Background: an optimization exercise with open tools, aiming at small area, a short achievable clock period and few clock cycles. Do not read the settings as production practice. Only simulation tests tie the RTL to the original design; equivalence was not proved.

==> flow/design.v (outline; a module is shown in full before it is edited, if it fits) <==
// module csi_fa: 7 lines
// module csi_ha: 7 lines
// module csi_top: 719 lines
module csi_top (
	input  logic        clk,
	input  logic        rst_n,
	input  logic        start,
	output logic [17:0] sram_addr,
	output logic [15:0] sram_wdata,
	output logic        sram_we_n,
	input  logic [15:0] sram_rdata,
	output logic        done
);
  // ...
==> flow/flow/run.sh <==
#!/bin/bash
# Standard ORFS layout with buf_2 port buffers and timing repair aimed at a
# 4.3 ns path delay (the constraints stay the design's: 17 ns clock).
set -euo pipefail
bash standard.sh "BUFFER_PORTS_ARGS=-buffer_cell sky130_fd_sc_hd__buf_2" SETUP_SLACK_MARGIN=12.7 finish > flow.log 2>&1
==> flow/standard.sh <==
#!/bin/bash
# synth_recipe.tcl (not shown) runs the flow's synth.tcl, then flattens the netlist and writes it again
# the make line also repeats each setting of config.mk as NAME=value (left out here)
make -C /OpenROAD-flow-scripts/flow DESIGN_CONFIG=/design/flow/config.mk WORK_HOME=/design/flow/orfs CLKGATE_MAP_FILE= SYNTH_SCRIPT=/design/flow/synth_recipe.tcl "${@:-finish}"
==> flow/config.mk <==
export PLATFORM = sky130hd
export DESIGN_NAME = csi_top
export DESIGN_NICKNAME = csi_top
export VERILOG_FILES = /design/flow/design.v
export SDC_FILE = /design/flow/constraint.sdc
export NUM_CORES = 4
export LEC_CHECK = 0
export CAP_MARGIN = 20
export CORE_MARGIN = 2
export CORE_UTILIZATION = 65
export CTS_CLUSTER_DIAMETER = 100
export CTS_CLUSTER_SIZE = 30
export PLACE_DENSITY = 0.75
export SLEW_MARGIN = 20
export SYNTH_HIERARCHICAL = 1
export SYNTH_MINIMUM_KEEP_SIZE = 0
==> flow/constraint.sdc <==
create_clock -name core_clock -period 17.0 [get_ports {clk}]
set_input_delay 3.4000 -clock core_clock [delete_from_list [all_inputs] [get_ports {clk}]]
set_output_delay 3.4000 -clock core_clock [all_outputs]
set_load 0.01 [all_outputs]
==> metrics.md, run 1 <==
| Metric | Value |
|---|---|
| Outcome | `finished clean` |
| CP Buf/Inv Count | `1` |
| DRC viols | `0` |
| Clkbuf count | `20` |
| Via-to-Cell Ratio | `5.95` |
| Final ANT Viol Nets | `0` |
| Design area | `0.0214 mm^2` |
| PnR worst setup slack | `12,550 ps` |
| Multi-input gates | `1,147` |
| Post-CTS setup buffers | `2` |
| Hold-fix buffers at CTS | `0` |
| Critical R2R Launch | `ia[1]$_DFF_P_` |
| Critical path type | `register to output pin` |
| Critical path data arrival time | `1050 ps` |
| Routed len/inst | `20.6 um` |
| Syn avg cell area | `12.1 um^2` |
| CP max stage delay | `400 ps` |
| Top Family by Delay on Critical Path | `flip-flops` |
| Global routing met1 resource utilization | `40.2%` |
| Top routing layer in use | `met4` |
| Num ports | `55` |
| Pin slew with the least headroom to its limit | `1100 ps` |
| Vias | `12,500` |
| Worst-Skew Late Latency | `520 ps` |
| Commonest non-fill, non-tap cells in the layout | `fa_1 (231), dfxtp_1 (159), edfxtp_1 (145)` |
| Final hold vios | `0` |
| Layout non-clock buf frac | `2.11%` |
| Commonest cells post-synth | `fa_1 (231), dfxtp_1 (173), edfxtp_1 (145), ha_1 (145), inv_1 (134)` |
| Worst path slowest cell | `dfrtp_1` |
| HPWL Detailed | `33.2 mm` |
| Worst-path clk slew | `110 ps` |
| Die X | `180 um` |
| Compound-Gate Fraction of Synth Area | `8.33%` |
| EDFF count, synth | `145` |
| Signal inverters | `134` |
| Aggregate global-route resource usage | `27.4%` |
| CP max FO | `2` |
| Antenna violations before repair | `0` |
Testbench counts, summed over its fixed seeds: cycles 2,304,324.
==> run 2: changes to the inputs <==
--- a/flow/design.v
+++ b/flow/design.v
@@ -29,16 +29,139 @@
 localparam logic [17:0] RGB_BASE = 18'd146944;
 localparam logic [15:0] C_END    = 16'd38405;
 logic        run;
 logic        we;        
 logic [4:0]  ph;        
 logic [15:0] c;         
 logic [7:0]  col;       
 logic [17:0] wc;        
+wire [15:0] c_inc;
+assign c_inc[0] = ~c[0];
+wire c_inc_s1, c_inc_c1;
+csi_ha u_c_inc_1 (.a(c[1]), .b(c[0]), .s(c_inc_s1), .co(c_inc_c1));
+assign c_inc[1] = c_inc_s1;
+wire c_inc_s2, c_inc_c2;
+csi_ha u_c_inc_2 (.a(c[2]), .b(c_inc_c1), .s(c_inc_s2), .co(c_inc_c2));
+assign c_inc[2] = c_inc_s2;
+wire c_inc_s3, c_inc_c3;
+csi_ha u_c_inc_3 (.a(c[3]), .b(c_inc_c2), .s(c_inc_s3), .co(c_inc_c3));
+assign c_inc[3] = c_inc_s3;
+wire c_inc_s4, c_inc_c4;
+csi_ha u_c_inc_4 (.a(c[4]), .b(c_inc_c3), .s(c_inc_s4), .co(c_inc_c4));
+assign c_inc[4] = c_inc_s4;
+wire c_inc_s5, c_inc_c5;
+csi_ha u_c_inc_5 (.a(c[5]), .b(c_inc_c4), .s(c_inc_s5), .co(c_inc_c5));
+assign c_inc[5] = c_inc_s5;
+wire c_inc_s6, c_inc_c6;
+csi_ha u_c_inc_6 (.a(c[6]), .b(c_inc_c5), .s(c_inc_s6), .co(c_inc_c6));
+assign c_inc[6] = c_inc_s6;
+wire c_inc_s7, c_inc_c7;
+csi_ha u_c_inc_7 (.a(c[7]), .b(c_inc_c6), .s(c_inc_s7), .co(c_inc_c7));
+assign c_inc[7] = c_inc_s7;
+wire c_inc_s8, c_inc_c8;
+csi_ha u_c_inc_8 (.a(c[8]), .b(c_inc_c7), .s(c_inc_s8), .co(c_inc_c8));
+assign c_inc[8] = c_inc_s8;
+wire c_inc_s9, c_inc_c9;
+csi_ha u_c_inc_9 (.a(c[9]), .b(c_inc_c8), .s(c_inc_s9), .co(c_inc_c9));
+assign c_inc[9] = c_inc_s9;
+wire c_inc_s10, c_inc_c10;
+csi_ha u_c_inc_10 (.a(c[10]), .b(c_inc_c9), .s(c_inc_s10), .co(c_inc_c10));
+assign c_inc[10] = c_inc_s10;
+wire c_inc_s11, c_inc_c11;
+csi_ha u_c_inc_11 (.a(c[11]), .b(c_inc_c10), .s(c_inc_s11), .co(c_inc_c11));
+assign c_inc[11] = c_inc_s11;
+wire c_inc_s12, c_inc_c12;
+csi_ha u_c_inc_12 (.a(c[12]), .b(c_inc_c11), .s(c_inc_s12), .co(c_inc_c12));
+assign c_inc[12] = c_inc_s12;
+wire c_inc_s13, c_inc_c13;
+csi_ha u_c_inc_13 (.a(c[13]), .b(c_inc_c12), .s(c_inc_s13), .co(c_inc_c13));
+assign c_inc[13] = c_inc_s13;
+wire c_inc_s14, c_inc_c14;
+csi_ha u_c_inc_14 (.a(c[14]), .b(c_inc_c13), .s(c_inc_s14), .co(c_inc_c14));
+assign c_inc[14] = c_inc_s14;
+wire c_inc_s15, c_inc_c15;
+csi_ha u_c_inc_15 (.a(c[15]), .b(c_inc_c14), .s(c_inc_s15), .co(c_inc_c15));
+assign c_inc[15] = c_inc_s15;
+wire [17:0] wc_inc;
+assign wc_inc[0] = ~wc[0];
+wire wc_inc_s1, wc_inc_c1;
+csi_ha u_wc_inc_1 (.a(wc[1]), .b(wc[0]), .s(wc_inc_s1), .co(wc_inc_c1));
+assign wc_inc[1] = wc_inc_s1;
+wire wc_inc_s2, wc_inc_c2;
+csi_ha u_wc_inc_2 (.a(wc[2]), .b(wc_inc_c1), .s(wc_inc_s2), .co(wc_inc_c2));
+assign wc_inc[2] = wc_inc_s2;
+wire wc_inc_s3, wc_inc_c3;
+csi_ha u_wc_inc_3 (.a(wc[3]), .b(wc_inc_c2), .s(wc_inc_s3), .co(wc_inc_c3));
+assign wc_inc[3] = wc_inc_s3;
+wire wc_inc_s4, wc_inc_c4;
+csi_ha u_wc_inc_4 (.a(wc[4]), .b(wc_inc_c3), .s(wc_inc_s4), .co(wc_inc_c4));
+assign wc_inc[4] = wc_inc_s4;
+wire wc_inc_s5, wc_inc_c5;
+csi_ha u_wc_inc_5 (.a(wc[5]), .b(wc_inc_c4), .s(wc_inc_s5), .co(wc_inc_c5));
+assign wc_inc[5] = wc_inc_s5;
+wire wc_inc_s6, wc_inc_c6;
+csi_ha u_wc_inc_6 (.a(wc[6]), .b(wc_inc_c5), .s(wc_inc_s6), .co(wc_inc_c6));
+assign wc_inc[6] = wc_inc_s6;
+wire wc_inc_s7, wc_inc_c7;
+csi_ha u_wc_inc_7 (.a(wc[7]), .b(wc_inc_c6), .s(wc_inc_s7), .co(wc_inc_c7));
+assign wc_inc[7] = wc_inc_s7;
+wire wc_inc_s8, wc_inc_c8;
+csi_ha u_wc_inc_8 (.a(wc[8]), .b(wc_inc_c7), .s(wc_inc_s8), .co(wc_inc_c8));
+assign wc_inc[8] = wc_inc_s8;
+wire wc_inc_s9, wc_inc_c9;
+csi_ha u_wc_inc_9 (.a(wc[9]), .b(wc_inc_c8), .s(wc_inc_s9), .co(wc_inc_c9));
+assign wc_inc[9] = wc_inc_s9;
+wire wc_inc_s10, wc_inc_c10;
+csi_ha u_wc_inc_10 (.a(wc[10]), .b(wc_inc_c9), .s(wc_inc_s10), .co(wc_inc_c10));
+assign wc_inc[10] = wc_inc_s10;
+wire wc_inc_s11, wc_inc_c11;
+csi_ha u_wc_inc_11 (.a(wc[11]), .b(wc_inc_c10), .s(wc_inc_s11), .co(wc_inc_c11));
+assign wc_inc[11] = wc_inc_s11;
+wire wc_inc_s12, wc_inc_c12;
+csi_ha u_wc_inc_12 (.a(wc[12]), .b(wc_inc_c11), .s(wc_inc_s12), .co(wc_inc_c12));
+assign wc_inc[12] = wc_inc_s12;
+wire wc_inc_s13, wc_inc_c13;
+csi_ha u_wc_inc_13 (.a(wc[13]), .b(wc_inc_c12), .s(wc_inc_s13), .co(wc_inc_c13));
+assign wc_inc[13] = wc_inc_s13;
+wire wc_inc_s14, wc_inc_c14;
+csi_ha u_wc_inc_14 (.a(wc[14]), .b(wc_inc_c13), .s(wc_inc_s14), .co(wc_inc_c14));
+assign wc_inc[14] = wc_inc_s14;
+wire wc_inc_s15, wc_inc_c15;
+csi_ha u_wc_inc_15 (.a(wc[15]), .b(wc_inc_c14), .s(wc_inc_s15), .co(wc_inc_c15));
+assign wc_inc[15] = wc_inc_s15;
+wire wc_inc_s16, wc_inc_c16;
+csi_ha u_wc_inc_16 (.a(wc[16]), .b(wc_inc_c15), .s(wc_inc_s16), .co(wc_inc_c16));
+assign wc_inc[16] = wc_inc_s16;
+wire wc_inc_s17, wc_inc_c17;
+csi_ha u_wc_inc_17 (.a(wc[17]), .b(wc_inc_c16), .s(wc_inc_s17), .co(wc_inc_c17));
+assign wc_inc[17] = wc_inc_s17;
+wire [7:0] col_inc;
+assign col_inc[0] = ~col[0];
+wire col_inc_s1, col_inc_c1;
+csi_ha u_col_inc_1 (.a(col[1]), .b(col[0]), .s(col_inc_s1), .co(col_inc_c1));
+assign col_inc[1] = col_inc_s1;
+wire col_inc_s2, col_inc_c2;
+csi_ha u_col_inc_2 (.a(col[2]), .b(col_inc_c1), .s(col_inc_s2), .co(col_inc_c2));
+assign col_inc[2] = col_inc_s2;
+wire col_inc_s3, col_inc_c3;
+csi_ha u_col_inc_3 (.a(col[3]), .b(col_inc_c2), .s(col_inc_s3), .co(col_inc_c3));
+assign col_inc[3] = col_inc_s3;
+wire col_inc_s4, col_inc_c4;
+csi_ha u_col_inc_4 (.a(col[4]), .b(col_inc_c3), .s(col_inc_s4), .co(col_inc_c4));
+assign col_inc[4] = col_inc_s4;
+wire col_inc_s5, col_inc_c5;
+csi_ha u_col_inc_5 (.a(col[5]), .b(col_inc_c4), .s(col_inc_s5), .co(col_inc_c5));
+assign col_inc[5] = col_inc_s5;
+wire col_inc_s6, col_inc_c6;
+csi_ha u_col_inc_6 (.a(col[6]), .b(col_inc_c5), .s(col_inc_s6), .co(col_inc_c6));
+assign col_inc[6] = col_inc_s6;
+wire col_inc_s7, col_inc_c7;
+csi_ha u_col_inc_7 (.a(col[7]), .b(col_inc_c6), .s(col_inc_s7), .co(col_inc_c7));
+assign col_inc[7] = col_inc_s7;
 wire wact = (|c[15:3]) | (c[2] & (c[1] | c[0]));    
 logic [7:0]  ul, vh, vl;
 logic [7:0]  L [0:10];
 wire [7:0] ins  = ph[0] ? (c[0] ? ul : sram_rdata[15:8]) : (c[0] ? vh : vl);
 logic      head, t157, t158, t159;    
 wire       hmod = (ph[0] & head) | (ph[4] & t159);    
 wire [7:0] tp1 = t159 ? L[6] : L[4];
 wire [7:0] tp2 = t159 ? L[6] : (t158 ? L[4] : L[2]);
@@ -666,25 +789,25 @@
 		head <= 1'b0;
 		t157 <= 1'b0;
 		t158 <= 1'b0;
 		t159 <= 1'b0;
 		wc  <= RGB_BASE;
 	end else begin
 		ph <= {ph[3:0], ph[4]};
 		if (ph[4]) begin
-			c    <= c + 16'd1;
-			col  <= t159 ? 8'd0 : col + 8'd1;
+			c    <= c_inc;
+			col  <= t159 ? 8'd0 : col_inc;
 			head <= t159;
 			t157 <= (col == 8'd156);
 			t158 <= t157;
 			t159 <= t158;
 		end
 		if (wact & (ph[1] | ph[3] | ph[4]))
-			wc <= wc + 18'd1;
+			wc <= wc_inc;
 	end
 end
 assign sram_we_n = ~we;
 always_ff @(posedge clk) begin
 	if (ph[0])
 		sram_addr <= {2'b00, c - 16'd4};
 	else if (ph[2])
 		sram_addr <= (c[0] ? U_BASE : V_BASE) + {3'b000, c[15:1]};
==> metrics.md, run 2 <==
| Metric | Value |
|---|---|
| Outcome | `finished clean (unchanged)` |
| Worst path slowest cell | `dfrtp_1 (unchanged)` |
| Critical R2R Launch | `ia[7]$_DFF_P_ (was ia[1]$_DFF_P_)` |
| DR pass1 iterations | `5 (unchanged)` |
| Hold depth | `0 (unchanged)` |
| Worst hold path class | `register to register (unchanged)` |
| Worst rel slew slack | `20.7% (was 25.9%)` |
| Worst-path clk slew | `110 ps (about the same)` |
| R2r worst-path depth | `14 (unchanged)` |
| Routed len/inst | `20.1 um (was 20.6 um)` |
| Num ports | `55 (unchanged)` |
| Pins Over Slew Limit | `0 (unchanged)` |
| Unrepaired setup endpoints after global routing | `yes (unchanged)` |
| Asr flop ratio synth | `0.935% (unchanged)` |
| Count leader, synth | `fa_1 (unchanged)` |
| Setup TNS | `0 ps (unchanged)` |
| Largest registers | `L (88), sram_addr (18), wc (18) (unchanged)` |
| Cell variety after synth | `66 (was 68)` |
| Clock tree sinks | `321 (unchanged)` |
| Worst-Skew Late Latency | `540 ps (was 520 ps)` |
| Fraction of layout cells with a size suffix above 1 | `12.8% (was 10.4%)` |
| Final Skew | `34.3 ps (was 21.4 ps)` |
| Chip Height | `179 um (was 180 um)` |
| Mapped Area | `0.0199 mm^2 (was 0.0200 mm^2)` |
| CP required | `13,600 ps (about the same)` |
| Mapped Cells | `1,587 (was 1,649)` |
| Fmax | `224 MHz (was 225 MHz)` |
| Yosys reg bits | `321 (unchanged)` |
| # port buffers | `54 (unchanged)` |
| Reg2reg end | `xcur[8]$_DFF_P_ (was gnv[7]$_DFFE_PP_)` |
| Crit-path cells | `inv_1, buf_2 (was buf_2)` |
| Worst Min Path Start | `L[1][2]$_DFFE_PP_ (was L[3][0]$_DFFE_PP_)` |
| Post-Synthesis Net Count | `2,014 (was 2,044)` |
| Congestion Overflow GR | `0 (unchanged)` |
| Final Setup Violations | `0 (unchanged)` |
| Critical path data arrival time | `1070 ps (was 1050 ps)` |
| Aggregate global-route resource usage | `27.0% (was 27.4%)` |
| Sequential area share after synthesis | `39.7% (was 39.4%)` |
| Design area | `0.0215 mm^2 (was 0.0214 mm^2)` |
| Synth-to-Final Area Change | `8.23% (was 6.98%)` |
| Syn avg cell area | `12.5 um^2 (was 12.1 um^2)` |
| WL final | `41.1 mm (was 43.1 mm)` |
| Sequential Area | `0.00793 mm^2 (was 0.00791 mm^2)` |
| Leading cell type in the layout, fill and taps excluded | `fa_1 (unchanged)` |
| Layout Nets | `2,069 (was 2,084)` |
| Area of the multi-input gates | `0.0116 mm^2 (about the same)` |
| Commonest cells post-synth | `fa_1 (231), ha_1 (177), dfxtp_1 (173), edfxtp_1 (145), inv_1 (129) (was fa_1 (231), dfxtp_1 (173), edfxtp_1 (145), ha_1 (145), inv_1 (134))` |
| Commonest non-fill, non-tap cells in the layout | `fa_1 (230), ha_1 (172), edfxtp_1 (145), dfxtp_1 (145), inv_1 (126) (was fa_1 (231), dfxtp_1 (159), edfxtp_1 (145))` |
| Hold Path Sink | `L[2][2]$_DFFE_PP_ (was L[4][0]$_DFFE_PP_)` |
| Vias in the first global route | `12,600 (was 13,000)` |
| Ant diodes | `0 (unchanged)` |
| Pin slew with the least headroom to its limit | `1190 ps (was 1100 ps)` |
| Crit path time final | `4470 ps (was 4450 ps)` |
| Starting Density | `65.6% (was 65.7%)` |
| Core region area | `0.0303 mm^2 (was 0.0305 mm^2)` |
| CTS Buf Count | `15 (unchanged)` |
| CP max FO | `1 (was 2)` |
| GPL Wtd Cong | `0.879 (was 0.873)` |
| Placed Area | `0.0206 mm^2 (was 0.0207 mm^2)` |
| Crit end category | `output pin (unchanged)` |
| DRC viols | `0 (unchanged)` |
| Final hold vios | `0 (unchanged)` |
| Die area | `0.0320 mm^2 (was 0.0322 mm^2)` |
| HPWL Detailed | `31.6 mm (was 33.2 mm)` |
| CTS tree | `yes (unchanged)` |
| Hold Slack | `418 ps (about the same)` |
| CTS H-tree lvls | `1 (unchanged)` |
| Vias | `11,900 (was 12,500)` |
| Final Cycle Share | `26.3% (was 26.1%)` |
| Clk root buf | `clkbuf_16 (unchanged)` |
| YS warnings | `8 (unchanged)` |
| Final ANT Viol Nets | `0 (unchanged)` |
| Register with the most flip-flops | `L (unchanged)` |
| Yosys top cell by area | `fa_1 (unchanged)` |
| # rows | `64 (unchanged)` |
| Share of the synthesized area in the top cell type | `23.2% (was 23.1%)` |
| DRT iter0 DRCs | `850 (was 972)` |
| Die X | `179 um (was 180 um)` |
| Via-to-Cell Ratio | `5.82 (was 5.95)` |
| Max_cap viols | `0 (unchanged)` |
| Largest net degree at the start of global routing | `89 (was 85)` |
| Critical path type | `register to output pin (unchanged)` |
| Top_reg_cell synth | `dfxtp_1 (unchanged)` |
| CP max stage delay | `380 ps (was 400 ps)` |
| Synth area leaders | `fa_1 (23%), edfxtp_1 (22%), dfxtp_1 (17%), ha_1 (11%), mux2i_1 (3.3%) (was fa_1 (23%), edfxtp_1 (22%), dfxtp_1 (17%), ha_1 (9.1%), inv_1 (2.5%))` |
| EDFF count, synth | `145 (unchanged)` |
| Hold-fix buffers at CTS | `0 (unchanged)` |
| Antenna violations before repair | `0 (unchanged)` |
| First-pass GRT wire length | `65.8 mm (was 69.8 mm)` |
| Max reg flops | `88 (unchanged)` |
| Clock Path Buffers | `3 (unchanged)` |
| CP startpoint kind | `register (unchanged)` |
| Reg2reg setup slack | `12,660 ps (was 12,580 ps)` |
| Filler Cells Inserted | `2,098 (was 2,170)` |
run 2: area by class of cell:
class	instances	share of cell area [%]
Inverter	131	2.29
Multi-Input combinational cell	1095	53.8
Timing Repair Buffer	78	2.63
Clock buffer	21	1.85
Sequential cell	321	36.8
Clock inverter	4	0.348
Tap cell	396	2.30
run 2: cells by family after synthesis:
| logic type | synth area share, % |
|---|---|
| AOI/OAI and AO/OA | 8.15 |
| xor gates and xnor gates | 2.07 |
| adders and majority gates | 34.4 |
| buffers and inverters | 3.24 |
| DFF | 39.7 |
| muxes | 5.19 |
| and+or+nand+nor | 7.35 |
run 2: per-stage QoR:
| stage | util, % | cells | setup WS (ps) |
|---|---|---|---|
| 2_1_floorplan | - | 1587 | 12820 |
| 3_3_place_gp | 68.0 | 2007 | 12560 |
| 3_5_place_dp | 68.0 | 2007 | 12470 |
| 4_1_cts | 69.8 | 2032 | 12520 |
| 5_1_grt | 71.0 | 2046 | 12500 |
| 6_report | 71.0 | 2046 | 12530 |
run 2: worst max-delay path: cells and delay by family, from the launching register on:
| kind | cells | cell delay, ps |
|---|---|---|
| buffers and inverters | 2 | 170 |
| DFF | 1 | 380 |
run 2: worst max-delay path by stage:
| stage | end | slack (ps) | depth (start not counted) | from |
|---|---|---|---|---|
| floorplan | xcur[7]$_DFF_P_ | 12820 | 13 | ib[3]$_DFF_P_ |
| global placement | xcur[7]$_DFF_P_ | 12560 | 13 | ia[7]$_DFF_P_ |
| detailed placement | gnv[7]$_DFFE_PP_ | 12470 | 13 | ib[3]$_DFF_P_ |
| CTS | sram_we_n | 12520 | 2 | we$_DFF_PN0_ |
| global route | sram_we_n | 12500 | 2 | we$_DFF_PN0_ |
| finish | sram_we_n | 12530 | 2 | we$_DFF_PN0_ |
run 2: modules after synthesis, one instance, submodules excluded:
module / times used / cell area, um^2
csi_fa: 223 / 20.0
csi_ha: 67 / 12.5
csi_top: 1 / 14600
run 2: metal layers:
layer | track usage [%] | routed length (um) | up-vias
li1 | - | - | 5574
met1 | 38.1 | 17900 | 5976
met2 | 44.6 | 19800 | 311
met3 | 4.58 | 2750 | 50
met4 | 5.45 | 690 | 0
met5 | 0 | 0 | -
run 2: timing repair:
action	CTS	global route
pin swaps	2	22
endpoints found under the setup margin	48	53
resized for setup	21	62
setup buffers	0	14
endpoints found under the hold margin	0	0
Testbench counts of run 2, summed over its fixed seeds: cycles 2,304,324.
==> run 3: changes to the inputs <==
==> flow/flow/run.sh (replaced) <==
#!/bin/bash
# Standard ORFS layout with buf_2 port buffers, clock tree options below, and
# timing repair aimed at a 4.3 ns path delay. The constraints stay the design's.
set -euo pipefail
bash standard.sh "BUFFER_PORTS_ARGS=-buffer_cell sky130_fd_sc_hd__buf_2" SETUP_SLACK_MARGIN=12.7 \
  "CTS_ARGS=-sink_clustering_enable -repair_clock_nets -sink_clustering_size 40 -sink_clustering_max_diameter 70 -dont_use_dummy_load" \
  finish > flow.log 2>&1
==> metrics.md, run 3 <==
| Metric | Value |
|---|---|
| Fmax | `225 MHz (was 224 MHz)` |
| Aggregate global-route resource usage | `27.0% (about the same)` |
| Outcome | `finished clean (unchanged)` |
| CTS Buf Count | `23 (was 15)` |
| Routed len/inst | `20.1 um (about the same)` |
| Fraction of layout cells with a size suffix above 1 | `13.1% (was 12.8%)` |
| Ant diodes | `0 (unchanged)` |
| First-pass GRT wire length | `66.2 mm (was 65.8 mm)` |
| Asr flop ratio synth | `0.935% (unchanged)` |
| Mapped Cells | `1,587 (unchanged)` |
| Synth-to-Final Area Change | `8.67% (was 8.23%)` |
| Hold Slack | `330 ps (was 418 ps)` |
| Syn avg cell area | `12.5 um^2 (unchanged)` |
| HPWL Detailed | `31.6 mm (unchanged)` |
| Vias in the first global route | `12,700 (was 12,600)` |
| Register with the most flip-flops | `L (unchanged)` |
| Critical path data arrival time | `1040 ps (was 1070 ps)` |
| Unrepaired setup endpoints after global routing | `yes (unchanged)` |
| Crit path time final | `4440 ps (was 4470 ps)` |
| CP max stage delay | `370 ps (was 380 ps)` |
| Worst rel slew slack | `19.3% (was 20.7%)` |
| Die X | `179 um (unchanged)` |
| Worst-Skew Late Latency | `560 ps (was 540 ps)` |
| Final ANT Viol Nets | `0 (unchanged)` |
| Post-layout util | `71.3% (was 71.0%)` |
| Hold Path Sink | `L[2][2]$_DFFE_PP_ (unchanged)` |
| Starting Density | `65.6% (unchanged)` |
| Core region area | `0.0303 mm^2 (unchanged)` |
| Top_reg_cell synth | `dfxtp_1 (unchanged)` |
| Worst-path clk slew | `120 ps (was 110 ps)` |
| EDFF count, synth | `145 (unchanged)` |
| Sequential area share after synthesis | `39.7% (unchanged)` |
| Count leader, synth | `fa_1 (unchanged)` |
| Setup TNS | `0 ps (unchanged)` |
| Yosys top cell by area | `fa_1 (unchanged)` |
| Commonest non-fill, non-tap cells in the layout | `fa_1 (230), ha_1 (172), dfxtp_1 (146) (was fa_1 (230), ha_1 (172), edfxtp_1 (145), dfxtp_1 (145), inv_1 (126))` |
| Largest registers | `L (88), sram_addr (18), wc (18) (unchanged)` |
| Leading cell type in the layout, fill and taps excluded | `fa_1 (unchanged)` |
| WL final | `41.1 mm (about the same)` |
| Hold depth | `0 (unchanged)` |
| Via-to-Cell Ratio | `5.84 (was 5.82)` |
| Clock Path Buffers | `3 (unchanged)` |
| Worst path slowest cell | `dfrtp_1 (unchanged)` |
| Vias | `11,900 (about the same)` |
| Critical path type | `register to output pin (unchanged)` |
| DR pass1 iterations | `5 (unchanged)` |
| Layout Nets | `2,076 (was 2,069)` |
| CP startpoint kind | `register (unchanged)` |
| Worst hold path class | `register to register (unchanged)` |
| Cell variety after synth | `66 (unchanged)` |
| YS warnings | `8 (unchanged)` |
| Clk root buf | `clkbuf_16 (unchanged)` |
| Crit-path cells | `inv_1, buf_2 (unchanged)` |
| # rows | `64 (unchanged)` |
| CTS H-tree lvls | `1 (unchanged)` |
| Commonest cells post-synth | `fa_1 (231), ha_1 (177), dfxtp_1 (173), edfxtp_1 (145), inv_1 (129) (unchanged)` |
| Congestion Overflow GR | `0 (unchanged)` |
| Chip Height | `179 um (unchanged)` |
| # port buffers | `54 (unchanged)` |
| DRT iter0 DRCs | `794 (was 850)` |
| Reg2reg setup slack | `12,730 ps (was 12,660 ps)` |
| Final Skew | `81.4 ps (was 34.3 ps)` |
| Post-Synthesis Net Count | `2,014 (unchanged)` |
| DRC viols | `0 (unchanged)` |
| PnR worst setup slack | `12,560 ps (was 12,530 ps)` |
| Yosys reg bits | `321 (unchanged)` |
| Pre-CTS WS | `12,470 ps (unchanged)` |
| GPL Wtd Cong | `0.879 (unchanged)` |
| Num ports | `55 (unchanged)` |
| Pins Over Slew Limit | `0 (unchanged)` |
| Final Cycle Share | `26.1% (was 26.3%)` |
| CTS tree | `yes (unchanged)` |
| CP max FO | `1 (unchanged)` |
| Die area | `0.0320 mm^2 (unchanged)` |
| CP required | `13,600 ps (about the same)` |
| Placed Area | `0.0206 mm^2 (unchanged)` |
| Clock tree sinks | `321 (unchanged)` |
| Design area | `0.0216 mm^2 (was 0.0215 mm^2)` |
| Final hold vios | `0 (unchanged)` |
| Reg2reg end | `gnv[6]$_DFFE_PP_ (was xcur[8]$_DFF_P_)` |
| Mapped Area | `0.0199 mm^2 (unchanged)` |
| Crit end category | `output pin (unchanged)` |
| Worst Min Path Start | `L[1][2]$_DFFE_PP_ (unchanged)` |
| Synth area leaders | `fa_1 (23%), edfxtp_1 (22%), dfxtp_1 (17%), ha_1 (11%), mux2i_1 (3.3%) (unchanged)` |
| Largest net degree at the start of global routing | `89 (unchanged)` |
| DP Cell Count | `2,007 (unchanged)` |
| Finished Layout Cells | `2,043 (was 2,046)` |
| Critical R2R Launch | `ib[0]$_DFF_P_ (was ia[7]$_DFF_P_)` |
| Max_cap viols | `0 (unchanged)` |
| Pin slew with the least headroom to its limit | `1210 ps (was 1190 ps)` |
| Final Setup Violations | `0 (unchanged)` |
| R2r worst-path depth | `14 (unchanged)` |
| Share of the synthesized area in the top cell type | `23.2% (unchanged)` |
| Max reg flops | `88 (unchanged)` |
| Antenna violations before repair | `0 (unchanged)` |
[run 3: cell counts after synthesis]
Identical to the previous run, type by type.
[run 3: worst max-delay path: cells and delay by family (launching register included)]
family	cells	cell delay [ps]
buf+inv	2	170
flops	1	370
[run 3: kinds of logic after synthesis]
family / Yosys count / share of synthesized area, %
xor gates and xnor gates: 47 / 2.07
buffers and inverters: 171 / 3.24
AOI/OAI and AO/OA: 239 / 8.15
muxes: 90 / 5.19
and+or+nand+nor: 311 / 7.35
adders and majority gates: 408 / 34.4
DFF: 321 / 39.7
[run 3: routing by layer]
metal / GRT usage, % / part of all wire [%]
met5: 0 / 0
met3: 4.62 / 6.6
met2: 44.5 / 48
met4: 5.39 / 1.8
met1: 38.3 / 44
[run 3: what timing repair did]
action                     in CTS  in global routing
hold buffers                    0                  0
pin swaps                       1                 23
setup endpoints to repair      46                 57
setup buffers                   0                 13
resized for setup              22                 62
[run 3: worst max-delay path by stage]
stage / from / to / slack [ps]
finish: we$_DFF_PN0_ / sram_we_n / 12560
global route: we$_DFF_PN0_ / sram_we_n / 12520
CTS: we$_DFF_PN0_ / sram_we_n / 12540
detailed placement: ib[3]$_DFF_P_ / gnv[7]$_DFFE_PP_ / 12470
global placement: ia[7]$_DFF_P_ / xcur[7]$_DFF_P_ / 12560
floorplan: ib[3]$_DFF_P_ / xcur[7]$_DFF_P_ / 12820
[run 3: final cells by class]
class	count	area (um^2)
multi-input cells	1095	11600
clock buffers	23	576
well taps	396	495
repair buffers	77	558
fillers	2100	8720
inverters	131	492
flip-flops and latches	321	7930
[run 3: Yosys stat by module, one instance, submodules excluded]
module,cells,flops+latches
csi_fa,1,0
csi_ha,1,0
csi_top,1297,321
==> run 4: changes to the inputs <==
==> flow/flow/run.sh (replaced) <==
#!/bin/bash
# Standard ORFS layout with buf_2 port buffers, clock tree options below, and
# timing repair aimed at a 4.3 ns path delay. The constraints stay the design's.
set -euo pipefail
bash standard.sh "BUFFER_PORTS_ARGS=-buffer_cell sky130_fd_sc_hd__buf_2" SETUP_SLACK_MARGIN=12.7 \
  "CTS_ARGS=-sink_clustering_enable -repair_clock_nets -sink_clustering_size 30 -sink_clustering_max_diameter 100 -dont_use_dummy_load -sink_clustering_levels 1" \
  finish > flow.log 2>&1
--- a/flow/config.mk
+++ b/flow/config.mk
@@ -7,10 +7,10 @@
 export LEC_CHECK = 0
 export CAP_MARGIN = 20
 export CORE_MARGIN = 2
-export CORE_UTILIZATION = 65
+export CORE_UTILIZATION = 75
 export CTS_CLUSTER_DIAMETER = 100
 export CTS_CLUSTER_SIZE = 30
-export PLACE_DENSITY = 0.75
+export PLACE_DENSITY = 0.85
 export SLEW_MARGIN = 20
 export SYNTH_HIERARCHICAL = 1
 export SYNTH_MINIMUM_KEEP_SIZE = 0
==> metrics.md, run 4 <==
| Metric | Value |
|---|---|
| Clk root buf | `clkbuf_16 (unchanged)` |
| Pins Over Slew Limit | `0 (unchanged)` |
| Area of the multi-input gates | `0.0116 mm^2 (unchanged)` |
| DRT iter0 DRCs | `1,003 (was 794)` |
| Die X | `167 um (was 179 um)` |
| Setup TNS | `0 ps (unchanged)` |
| Cell variety after synth | `66 (unchanged)` |
| Filler Cells Inserted | `1,465 (was 2,100)` |
| Layout Nets | `2,060 (was 2,076)` |
| Yosys reg bits | `321 (unchanged)` |
| Sequential area share after synthesis | `39.7% (unchanged)` |
| Antenna violations before repair | `0 (unchanged)` |
| Yosys top cell by area | `fa_1 (unchanged)` |
| CTS Buf Count | `15 (was 23)` |
| GPL Wtd Cong | `0.915 (was 0.879)` |
| Mapped Area | `0.0199 mm^2 (unchanged)` |
| Pre-CTS WS | `12,450 ps (was 12,470 ps)` |
| Vias | `12,300 (was 11,900)` |
| Crit end category | `output pin (unchanged)` |
| Register with the most flip-flops | `L (unchanged)` |
| Largest registers | `L (88), sram_addr (18), wc (18) (unchanged)` |
| Pin slew with the least headroom to its limit | `963 ps (was 1210 ps)` |
| Max_cap viols | `0 (unchanged)` |
| Core region area | `0.0261 mm^2 (was 0.0303 mm^2)` |
| Final Skew | `52.3 ps (was 81.4 ps)` |
| DRC viols | `0 (unchanged)` |
| CTS tree | `yes (unchanged)` |
| Crit path time final | `4460 ps (was 4440 ps)` |
| R2r worst-path depth | `13 (was 14)` |
| Ant diodes | `0 (unchanged)` |
| Worst path depth | `2 (unchanged)` |
| Hold-fix buffers at CTS | `0 (unchanged)` |
| Clock Path Buffers | `3 (unchanged)` |
| Via-to-Cell Ratio | `6.27 (was 5.84)` |
| Critical path data arrival time | `1060 ps (was 1040 ps)` |
| PnR worst setup slack | `12,540 ps (was 12,560 ps)` |
| Aggregate global-route resource usage | `31.3% (was 27.0%)` |
| Met3 routed WL | `3.02 mm (was 2.71 mm)` |
| CP Buf/Inv Count | `2 (unchanged)` |
| CP max FO | `1 (unchanged)` |
| Top_reg_cell synth | `dfxtp_1 (unchanged)` |
| CP required | `13,600 ps (about the same)` |
| Hold depth | `0 (unchanged)` |
| Clock tree sinks | `321 (unchanged)` |
| Share of the synthesized area in the top cell type | `23.2% (unchanged)` |
| Chip Height | `167 um (was 179 um)` |
| Synth-to-Final Area Change | `6.74% (was 8.67%)` |
| Top routing layer in use | `met4 (unchanged)` |
| Count leader, synth | `fa_1 (unchanged)` |
| Final Cycle Share | `26.3% (was 26.1%)` |
| Worst-path clk slew | `110 ps (was 120 ps)` |
| Leading cell type in the layout, fill and taps excluded | `fa_1 (unchanged)` |
| YS warnings | `8 (unchanged)` |
| Max reg flops | `88 (unchanged)` |
| Post-layout util | `81.5% (was 71.3%)` |
| Congestion Overflow GR | `0 (unchanged)` |
| # rows | `59 (was 64)` |
| WL met2 | `21.1 mm (was 19.5 mm)` |
| Die area | `0.0279 mm^2 (was 0.0320 mm^2)` |
| DRT met1 WL | `17.3 mm (was 18.1 mm)` |
| Top Family by Delay on Critical Path | `flip-flops (unchanged)` |
| Sequential Area | `0.00793 mm^2 (about the same)` |
| Synth area leaders | `fa_1 (23%), edfxtp_1 (22%), dfxtp_1 (17%), ha_1 (11%), mux2i_1 (3.3%) (unchanged)` |
| WL final | `42.6 mm (was 41.1 mm)` |
| Num ports | `55 (unchanged)` |
| Crit-path cells | `inv_1, buf_2 (unchanged)` |
| Worst-Skew Late Latency | `520 ps (was 560 ps)` |
| Reg2reg setup slack | `12,710 ps (was 12,730 ps)` |
| Largest net degree at the start of global routing | `89 (unchanged)` |
| Commonest non-fill, non-tap cells in the layout | `fa_1 (229), ha_1 (173), dfxtp_1 (150) (was fa_1 (230), ha_1 (172), dfxtp_1 (146))` |
| First-pass GRT wire length | `67.9 mm (was 66.2 mm)` |
| Worst hold path class | `register to register (unchanged)` |
| Worst rel slew slack | `35.3% (was 19.3%)` |
| Critical path type | `register to output pin (unchanged)` |
| Final Setup Violations | `0 (unchanged)` |
| Asr flop ratio synth | `0.935% (unchanged)` |
| # port buffers | `54 (unchanged)` |
| Vias in the first global route | `13,200 (was 12,700)` |
| Worst path slowest cell | `dfrtp_1 (unchanged)` |
| CP max stage delay | `380 ps (was 370 ps)` |
| Final hold vios | `0 (unchanged)` |
| DR pass1 iterations | `7 (was 5)` |
| EDFF count, synth | `145 (unchanged)` |
| Routed len/inst | `21.7 um (was 20.1 um)` |
| Mapped Cells | `1,587 (unchanged)` |
| Outcome | `finished clean (unchanged)` |
| HPWL Detailed | `32.4 mm (was 31.6 mm)` |
| CP startpoint kind | `register (unchanged)` |
| Unrepaired setup endpoints after global routing | `yes (unchanged)` |
| Post-Synthesis Net Count | `2,014 (unchanged)` |
| Commonest cells post-synth | `fa_1 (231), ha_1 (177), dfxtp_1 (173), edfxtp_1 (145), inv_1 (129) (unchanged)` |
| Fraction of layout cells with a size suffix above 1 | `11.7% (was 13.1%)` |
| Starting Density | `76.4% (was 65.6%)` |
| Final ANT Viol Nets | `0 (unchanged)` |
| Syn avg cell area | `12.5 um^2 (unchanged)` |
| CTS H-tree lvls | `1 (unchanged)` |
| Fmax | `224 MHz (was 225 MHz)` |
## run 4: Yosys stat by module, one instance, submodules excluded
module	times used	cells	flip-flops and latches	area [um^2]
csi_top	1	1297	321	14600
csi_fa	223	1	0	20.0
csi_ha	67	1	0	12.5
## run 4: area by class of cell
type / count / area share [%]
Timing Repair Buffer: 69 / 2.15
Inverter: 131 / 2.31
Clock buffer: 15 / 1.77
Tap cell: 335 / 1.97
Sequential cell: 321 / 37.3
Multi-Input combinational cell: 1095 / 54.5
## run 4: metrics by stage
stage / area (um^2) / hold WS [ps] / instances
floorplan: 19900 / 400 / 1587
global placement: 20500 / 400 / 1946
detailed placement: 20600 / 405 / 1947
CTS: 21000 / 431 / 1963
global route: 21200 / 435 / 1966
finish: 21200 / 430 / 1966
## run 4: timing repair
| action | in CTS | in global routing |
|---|---|---|
| pin swaps | 1 | 20 |
| endpoints found under the setup margin | 48 | 53 |
| setup buffers | 1 | 3 |
| gates resized for setup | 10 | 56 |
## run 4: per-layer routing
metal | global-route usage [%] | vias up
li1 | - | 5549
met1 | 42.5 | 6240
met2 | 53.0 | 452
met3 | 5.49 | 91
met4 | 8.43 | 0
met5 | 0 | -
## run 4: cells by family after synthesis
kind of cell,after synthesis,synth area share [%]
compound gates,239,8.15
xor+xnor,47,2.07
flops,321,39.7
simple gates,311,7.35
fa+ha+maj,408,34.4
buf+inv,171,3.24
mux,90,5.19
## run 4: worst paths after layout
path / from / end
max: we$_DFF_PN0_ / sram_we_n
min: L[3][2]$_DFFE_PP_ / L[4][2]$_DFFE_PP_
max reg2reg: ia[1]$_DFF_P_ / gnv[7]$_DFFE_PP_
min reg2reg: L[3][2]$_DFFE_PP_ / L[4][2]$_DFFE_PP_
max in group asynchronous: rst_n / done$_DFFE_PN0P_
min in group asynchronous: rst_n / we$_DFF_PN0_
## run 4: worst reg2reg max path: stages, from the launching register on
cell	delay (ps)
dfxtp_2	350
ha_4	240
fa_1	540
fa_1	460
fa_2	570
fa_2	460
ha_4	190
a21o_1	160
a21oi_2	130
inv_2	60
o2111ai_4	270
a21boi_2	100
or3_4	420
a31oi_1	190
==> run 5: changes to the inputs <==
==> flow/config.mk (replaced) <==
export PLATFORM = sky130hd
export DESIGN_NAME = csi_top
export DESIGN_NICKNAME = csi_top
export VERILOG_FILES = /design/flow/design.v
export SDC_FILE = /design/flow/constraint.sdc
export NUM_CORES = 4
export LEC_CHECK = 0
export CAP_MARGIN = 0
export CORE_MARGIN = 2
export CORE_UTILIZATION = 65
export CTS_CLUSTER_DIAMETER = 100
export CTS_CLUSTER_SIZE = 30
export PLACE_DENSITY = 0.75
export SLEW_MARGIN = 0
export SYNTH_HIERARCHICAL = 1
export SYNTH_MINIMUM_KEEP_SIZE = 0
==> metrics.md, run 5 <==
| Metric | Value |
|---|---|
| Post-Synthesis Net Count | `2,014 (unchanged)` |
| Top Family by Delay on Critical Path | `flip-flops (unchanged)` |
| Crit-path cells | `inv_1, buf_2 (unchanged)` |
| # port buffers | `54 (unchanged)` |
| Final hold vios | `0 (unchanged)` |
| Largest registers | `L (88), sram_addr (18), wc (18) (unchanged)` |
| Critical R2R Launch | `ia[3]$_DFF_P_ (was ia[1]$_DFF_P_)` |
| Yosys top cell by area | `fa_1 (unchanged)` |
| Num ports | `55 (unchanged)` |
| CP max FO | `1 (unchanged)` |
| Worst rel slew slack | `14.1% (was 35.3%)` |
| Hold Path Sink | `L[2][2]$_DFFE_PP_ (was L[4][2]$_DFFE_PP_)` |
| Vias | `11,900 (was 12,300)` |
| Count leader, synth | `fa_1 (unchanged)` |
| EDFF count, synth | `145 (unchanged)` |
| Cell variety after synth | `66 (unchanged)` |
| Finished Layout Cells | `2,030 (was 1,966)` |
| Commonest non-fill, non-tap cells in the layout | `fa_1 (229), ha_1 (173), dfxtp_1 (148) (was fa_1 (229), ha_1 (173), dfxtp_1 (150))` |
| DRT iter0 DRCs | `832 (was 1,003)` |
| Reg2reg setup slack | `12,690 ps (was 12,710 ps)` |
| DRC viols | `0 (unchanged)` |
| CTS H-tree lvls | `1 (unchanged)` |
| DR pass1 iterations | `5 (was 7)` |
| Worst-path clk slew | `100 ps (was 110 ps)` |
| Worst path slowest cell | `dfrtp_1 (unchanged)` |
| Antenna violations before repair | `1 (was 0)` |
| Hold depth | `0 (unchanged)` |
| Final Cycle Share | `26.1% (was 26.3%)` |
| Critical path data arrival time | `1040 ps (was 1060 ps)` |
| Core region area | `0.0303 mm^2 (was 0.0261 mm^2)` |
| Top_reg_cell synth | `dfxtp_1 (unchanged)` |
| Max reg flops | `88 (unchanged)` |
| CP Buf/Inv Count | `2 (unchanged)` |
| Setup TNS | `0 ps (unchanged)` |
| GPL Wtd Cong | `0.879 (was 0.915)` |
| First-pass GRT wire length | `65.9 mm (was 67.9 mm)` |
| DP Cell Count | `2,007 (was 1,947)` |
| Met3 usage | `4.52% (was 5.49%)` |
| Worst hold path class | `register to register (unchanged)` |
| Commonest cells post-synth | `fa_1 (231), ha_1 (177), dfxtp_1 (173), edfxtp_1 (145), inv_1 (129) (unchanged)` |
| Congestion Overflow GR | `0 (unchanged)` |
| Vias in the first global route | `12,600 (was 13,200)` |
| YS warnings | `8 (unchanged)` |
| Die area | `0.0320 mm^2 (was 0.0279 mm^2)` |
| Yosys reg bits | `321 (unchanged)` |
| Pin slew with the least headroom to its limit | `1280 ps (was 963 ps)` |
| Unrepaired setup endpoints after global routing | `yes (unchanged)` |
| Fraction of layout cells with a size suffix above 1 | `12.1% (was 11.7%)` |
| CP startpoint kind | `register (unchanged)` |
| Largest net degree at the start of global routing | `89 (unchanged)` |
| Ant diodes | `0 (unchanged)` |
| CP max stage delay | `390 ps (was 380 ps)` |
| Worst path depth | `2 (unchanged)` |
| Worst Min Path Start | `L[1][2]$_DFFE_PP_ (was L[3][2]$_DFFE_PP_)` |
| WL final | `40.9 mm (was 42.6 mm)` |
| Worst-Skew Late Latency | `530 ps (was 520 ps)` |
| Layer with the highest usage | `met2 (unchanged)` |
| Final Skew | `75.0 ps (was 52.3 ps)` |
| Global routing met1 resource utilization | `38.4% (was 42.5%)` |
| Routed len/inst | `20.1 um (was 21.7 um)` |
| Hold Slack | `382 ps (was 430 ps)` |
| Mapped Area | `0.0199 mm^2 (unchanged)` |
| CP required | `13,600 ps (about the same)` |
| Synth area leaders | `fa_1 (23%), edfxtp_1 (22%), dfxtp_1 (17%), ha_1 (11%), mux2i_1 (3.3%) (unchanged)` |
| Met2 Usage GRT | `44.9% (was 53.0%)` |
| Clock Path Buffers | `3 (unchanged)` |
| Critical path startpoint | `we$_DFF_PN0_ (unchanged)` |
| Chip Height | `179 um (was 167 um)` |
| Syn avg cell area | `12.5 um^2 (unchanged)` |
| Synth-to-Final Area Change | `7.46% (was 6.74%)` |
| Leading cell type in the layout, fill and taps excluded | `fa_1 (unchanged)` |
| Asr flop ratio synth | `0.935% (unchanged)` |
| Share of the synthesized area in the top cell type | `23.2% (unchanged)` |
| Aggregate global-route resource usage | `27.0% (was 31.3%)` |
| Sequential area share after synthesis | `39.7% (unchanged)` |
| CTS Buf Count | `15 (unchanged)` |
| Crit path time final | `4440 ps (was 4460 ps)` |
| Crit end category | `output pin (unchanged)` |
| Fmax | `225 MHz (was 224 MHz)` |
| Max_cap viols | `0 (unchanged)` |
| Clk root buf | `clkbuf_16 (unchanged)` |
| Via-to-Cell Ratio | `5.87 (was 6.27)` |
| Register with the most flip-flops | `L (unchanged)` |
| Outcome | `finished clean (unchanged)` |
| Layout Nets | `2,063 (was 2,060)` |
| # rows | `64 (was 59)` |
| Starting Density | `65.6% (was 76.4%)` |
| Critical path type | `register to output pin (unchanged)` |
| CTS tree | `yes (unchanged)` |
| Final ANT Viol Nets | `0 (unchanged)` |
| Pins Over Slew Limit | `0 (unchanged)` |
| Clock tree sinks | `321 (unchanged)` |
| R2r worst-path depth | `13 (unchanged)` |
| HPWL Detailed | `31.6 mm (was 32.4 mm)` |
| Mapped Cells | `1,587 (unchanged)` |
| Final Setup Violations | `0 (unchanged)` |
| Reg2reg end | `gnv[7]$_DFFE_PP_ (unchanged)` |
| Die X | `179 um (was 167 um)` |
==> run 5: Yosys stat by module, one instance, submodules excluded <==
| module | cells | cell area [um^2] | times used | flops+latches |
|---|---|---|---|---|
| csi_ha | 1 | 12.5 | 67 | 0 |
| csi_top | 1297 | 14600 | 1 | 321 |
| csi_fa | 1 | 20.0 | 223 | 0 |
==> run 5: logic make-up after synthesis <==
family,count (synthesis),share of synthesized area (%)
xor+xnor,47,2.07
mux,90,5.19
compound gates,239,8.15
fa+ha+maj,408,34.4
buf+inv,171,3.24
flops,321,39.7
simple gates,311,7.35
==> run 5: how the worst max path moves through the flow <==
stage / to / slack (ps)
after floorplan: xcur[7]$_DFF_P_ / 12820
after global placement: xcur[7]$_DFF_P_ / 12560
after detailed placement: gnv[7]$_DFFE_PP_ / 12480
after CTS: sram_we_n / 12540
after global routing: sram_we_n / 12520
final: sram_we_n / 12560
==> run 5: per-stage QoR <==
step / setup WS, ps / cell area [um^2] / util [%]
after floorplan: 12820 / 19900 / -
after global placement: 12560 / 20600 / 68.0
after detailed placement: 12480 / 20600 / 68.0
after CTS: 12540 / 21100 / 69.4
after global routing: 12520 / 21400 / 70.5
final: 12560 / 21400 / 70.5
==> run 5: layout make-up <==
type	count	area, um^2
inverter	131	492
multi-input combinational	1095	11600
tap	396	495
clock buffer	15	375
fill	2123	8960
timing repair buffer	72	500
sequential	321	7930
==> run 5: worst register-to-register path, cell delays in order, from the launching register on <==
cell       delay [ps]
dfxtp_2           360
ha_4              240
fa_1              560
fa_1              450
fa_2              560
fa_2              460
ha_4              190
a21o_1            160
a21oi_2           140
inv_2              70
o2111ai_4         300
a21boi_2          110
o21ai_1           310
a31oi_2           130
==> run 5: layer usage <==
layer  up-vias  wire (um)
met1      6027      18300
li1       5556          -
met4         0        558
met2       298      19600
met3        42       2390
met5         -          0
==> run 5: timing repair <==
item	CTS	global route
pin swaps	2	29
buffers inserted	0	8
gates resized for setup	15	67
hold buffers	0	0
hold endpoints to repair	0	0
cloned	0	0
endpoints found under the setup margin	48	53
==> run 6: changes to the inputs <==
--- a/flow/config.mk
+++ b/flow/config.mk
@@ -5,12 +5,12 @@
 export SDC_FILE = /design/flow/constraint.sdc
 export NUM_CORES = 4
 export LEC_CHECK = 0
-export CAP_MARGIN = 0
+export CAP_MARGIN = 20
 export CORE_MARGIN = 2
 export CORE_UTILIZATION = 65
 export CTS_CLUSTER_DIAMETER = 100
 export CTS_CLUSTER_SIZE = 30
 export PLACE_DENSITY = 0.75
-export SLEW_MARGIN = 0
+export SLEW_MARGIN = 20
 export SYNTH_HIERARCHICAL = 1
 export SYNTH_MINIMUM_KEEP_SIZE = 0
==> metrics.md, run 6 <==
| Metric | Value |
|---|---|
| Routed len/inst | `20.1 um (about the same)` |
| Clk root buf | `clkbuf_16 (unchanged)` |
| Syn avg cell area | `12.5 um^2 (unchanged)` |
| DRT iter0 DRCs | `878 (was 832)` |
| Clock Path Buffers | `3 (unchanged)` |
| Max reg flops | `88 (unchanged)` |
| CP startpoint kind | `register (unchanged)` |
| WL final | `40.7 mm (was 40.9 mm)` |
| Num ports | `55 (unchanged)` |
| Commonest non-fill, non-tap cells in the layout | `fa_1 (230), ha_1 (172), dfxtp_1 (147) (was fa_1 (229), ha_1 (173), dfxtp_1 (148))` |
| CP max stage delay | `380 ps (was 390 ps)` |
| CTS tree | `yes (unchanged)` |
| Finished Layout Cells | `2,030 (unchanged)` |
| Mapped Area | `0.0199 mm^2 (unchanged)` |
| Count leader, synth | `fa_1 (unchanged)` |
| Final ANT Viol Nets | `0 (unchanged)` |
| Final Skew | `75.4 ps (was 75.0 ps)` |
| Congestion Overflow GR | `0 (unchanged)` |
| R2r worst-path depth | `13 (unchanged)` |
| Layout Nets | `2,063 (unchanged)` |
| # rows | `64 (unchanged)` |
| Chip Height | `179 um (unchanged)` |
| Pins Over Slew Limit | `0 (unchanged)` |
| Worst hold path class | `register to register (unchanged)` |
| EDFF count, synth | `145 (unchanged)` |
| Critical path type | `register to output pin (unchanged)` |
| Clock tree sinks | `321 (unchanged)` |
| Crit end category | `output pin (unchanged)` |
| Final hold vios | `0 (unchanged)` |
| Final Setup Violations | `0 (unchanged)` |
| Hold depth | `0 (unchanged)` |
| Vias | `11,900 (about the same)` |
| CTS Buf Count | `15 (unchanged)` |
| Crit path time final | `4440 ps (about the same)` |
| Mapped Cells | `1,587 (unchanged)` |
| Asr flop ratio synth | `0.935% (unchanged)` |
| HPWL Detailed | `31.6 mm (about the same)` |
| Post-Synthesis Net Count | `2,014 (unchanged)` |
| Die X | `179 um (unchanged)` |
| Largest net degree at the start of global routing | `89 (unchanged)` |
| DR pass1 iterations | `5 (unchanged)` |
| Unrepaired setup endpoints after global routing | `yes (unchanged)` |
| Yosys top cell by area | `fa_1 (unchanged)` |
| CTS H-tree lvls | `1 (unchanged)` |
| Leading cell type in the layout, fill and taps excluded | `fa_1 (unchanged)` |
| Cell variety after synth | `66 (unchanged)` |
| Die area | `0.0320 mm^2 (unchanged)` |
| Final Cycle Share | `26.1% (about the same)` |
| Pin slew with the least headroom to its limit | `1150 ps (was 1280 ps)` |
| Commonest cells post-synth | `fa_1 (231), ha_1 (177), dfxtp_1 (173), edfxtp_1 (145), inv_1 (129) (unchanged)` |
| DRC viols | `0 (unchanged)` |
| Crit-path cells | `inv_1, buf_2 (unchanged)` |
| Synth area leaders | `fa_1 (23%), edfxtp_1 (22%), dfxtp_1 (17%), ha_1 (11%), mux2i_1 (3.3%) (unchanged)` |
| Reg2reg setup slack | `12,750 ps (was 12,690 ps)` |
| CP max FO | `1 (unchanged)` |
| Yosys reg bits | `321 (unchanged)` |
| Core region area | `0.0303 mm^2 (unchanged)` |
| Fmax | `225 MHz (about the same)` |
| Worst-path clk slew | `110 ps (was 100 ps)` |
| Setup TNS | `0 ps (unchanged)` |
| Worst Min Path Start | `L[1][2]$_DFFE_PP_ (unchanged)` |
| Critical path data arrival time | `1040 ps (about the same)` |
| Filler Cells Inserted | `2,124 (was 2,123)` |
| First-pass GRT wire length | `65.6 mm (was 65.9 mm)` |
| Reg2reg end | `xcur[7]$_DFF_P_ (was gnv[7]$_DFFE_PP_)` |
| Top_reg_cell synth | `dfxtp_1 (unchanged)` |
| Share of the synthesized area in the top cell type | `23.2% (unchanged)` |
| GPL Wtd Cong | `0.879 (unchanged)` |
| Aggregate global-route resource usage | `26.9% (was 27.0%)` |
| Vias in the first global route | `12,500 (was 12,600)` |
| Worst rel slew slack | `22.9% (was 14.1%)` |
| Worst path slowest cell | `dfrtp_1 (unchanged)` |
| Synth-to-Final Area Change | `7.27% (was 7.46%)` |
| YS warnings | `8 (unchanged)` |
| Via-to-Cell Ratio | `5.84 (was 5.87)` |
| Fraction of layout cells with a size suffix above 1 | `11.8% (was 12.1%)` |
| CP required | `13,600 ps (about the same)` |
| Hold Path Sink | `L[2][2]$_DFFE_PP_ (unchanged)` |
| Starting Density | `65.6% (unchanged)` |
| Max_cap viols | `0 (unchanged)` |
| Outcome | `finished clean (unchanged)` |
| Register with the most flip-flops | `L (unchanged)` |
| Antenna violations before repair | `0 (was 1)` |
| # port buffers | `54 (unchanged)` |
| Critical R2R Launch | `ia[3]$_DFF_P_ (unchanged)` |
| Sequential area share after synthesis | `39.7% (unchanged)` |
| Largest registers | `L (88), sram_addr (18), wc (18) (unchanged)` |
| Ant diodes | `0 (unchanged)` |
| DP Cell Count | `2,007 (unchanged)` |
| Worst-Skew Late Latency | `530 ps (about the same)` |
| Hold-fix buffers at CTS | `0 (unchanged)` |
==> run 6: worst max-delay path: cells and delay by family (launching register included) <==
kind                   cells  cell delay (ps)
flip-flops                 1              380
buffers and inverters      2              170
==> run 6: repair_timing <==
action,CTS,global route
endpoints found under the setup margin,48,53
gates resized for setup,21,51
gates cloned,0,0
pin swaps,2,12
endpoints found under the hold margin,0,0
setup buffers,0,8
==> run 6: Yosys stat by module, one instance, submodules excluded <==
module   flops+latches  cell area (um^2)  cells
csi_ha               0              12.5      1
csi_top            321             14600   1297
csi_fa               0              20.0      1
==> run 6: area by class of cell <==
type                            count  area [um^2]  area share (%)
Clock buffer                       15          375            1.76
Sequential cell                   321         7930            37.1
Timing Repair Buffer               72          513            2.40
Inverter                          131          494            2.31
Tap cell                          396          495            2.32
Multi-Input combinational cell   1095        11500            54.1
==> run 6: logic make-up after synthesis <==
group | share of synthesized area [%]
multiplexers | 5.19
AO/OA/AOI/OAI | 8.15
XOR/XNOR | 2.07
flip-flops | 39.7
adder cells (fa/ha/maj) | 34.4
AND/OR/NAND/NOR | 7.35
buffers and inverters | 3.24
==> run 6: worst max path at each step <==
stage	from	end	slack (ps)	cells past startpoint
after CTS	we$_DFF_PN0_	sram_we_n	12540	2
final	we$_DFF_PN0_	sram_we_n	12560	2
after detailed placement	ib[3]$_DFF_P_	gnv[7]$_DFFE_PP_	12470	13
after global routing	we$_DFF_PN0_	sram_we_n	12530	2
after floorplan	ib[3]$_DFF_P_	xcur[7]$_DFF_P_	12820	13
after global placement	ia[7]$_DFF_P_	xcur[7]$_DFF_P_	12560	13
==> run 6: per-stage QoR <==
step	area [um^2]	hold slack, ps	util, %	setup WS (ps)
2_1_floorplan	19900	400	-	12820
3_3_place_gp	20600	401	68.0	12560
3_5_place_dp	20600	406	68.0	12470
4_1_cts	21100	386	69.5	12540
5_1_grt	21400	384	70.4	12530
6_report	21400	381	70.4	12560
==> run 6: layer usage <==
| metal | wire length [um] | vias to the layer above | track usage, % |
|---|---|---|---|
| met2 | 19500 | 301 | 44.5 |
| li1 | - | 5550 | - |
| met1 | 17900 | 5954 | 38.1 |
| met5 | 0 | - | 0 |
| met3 | 2580 | 56 | 4.54 |
| met4 | 754 | 0 | 5.49 |

==> static timing again, ports no longer ideal <==
In the flow no input, the clock included, has a driving cell. The finished layouts below were timed again as built, in two steps. Step 1 (the two cells are an assumption about what drives the block):
set clk [get_ports {clk}]
set_driving_cell -lib_cell sky130_fd_sc_hd__clkbuf_16 $clk
set_driving_cell -lib_cell sky130_fd_sc_hd__buf_2 [delete_from_list [all_inputs] $clk]
Step 2 times the ports against the registers' clock, not the clock port: input delays grow and output delays shrink by t, the midpoint of the rising clock arrivals with the driver on. Three values: ideal, step 1, step 2; two values: the first two.
run | t, ns | setup WS [ns] | latest minus earliest clock arrival (ns)
run 1 | 0.559 | 12.555 / 12.504 / 12.578 | 0.022 / 0.021
run 2 | 0.570 | 12.533 / 12.479 / 12.657 | 0.039 / 0.040
run 3 | 0.570 | 12.557 / 12.505 / 12.734 | 0.082 / 0.082
run 4 | 0.540 | 12.537 / 12.487 / 12.712 | 0.053 / 0.053
run 5 | 0.552 | 12.561 / 12.503 / 12.694 | 0.076 / 0.077
run 6 | 0.542 | 12.563 / 12.509 / 12.752 | 0.077 / 0.077
After both steps setup and hold are still met in every run listed.
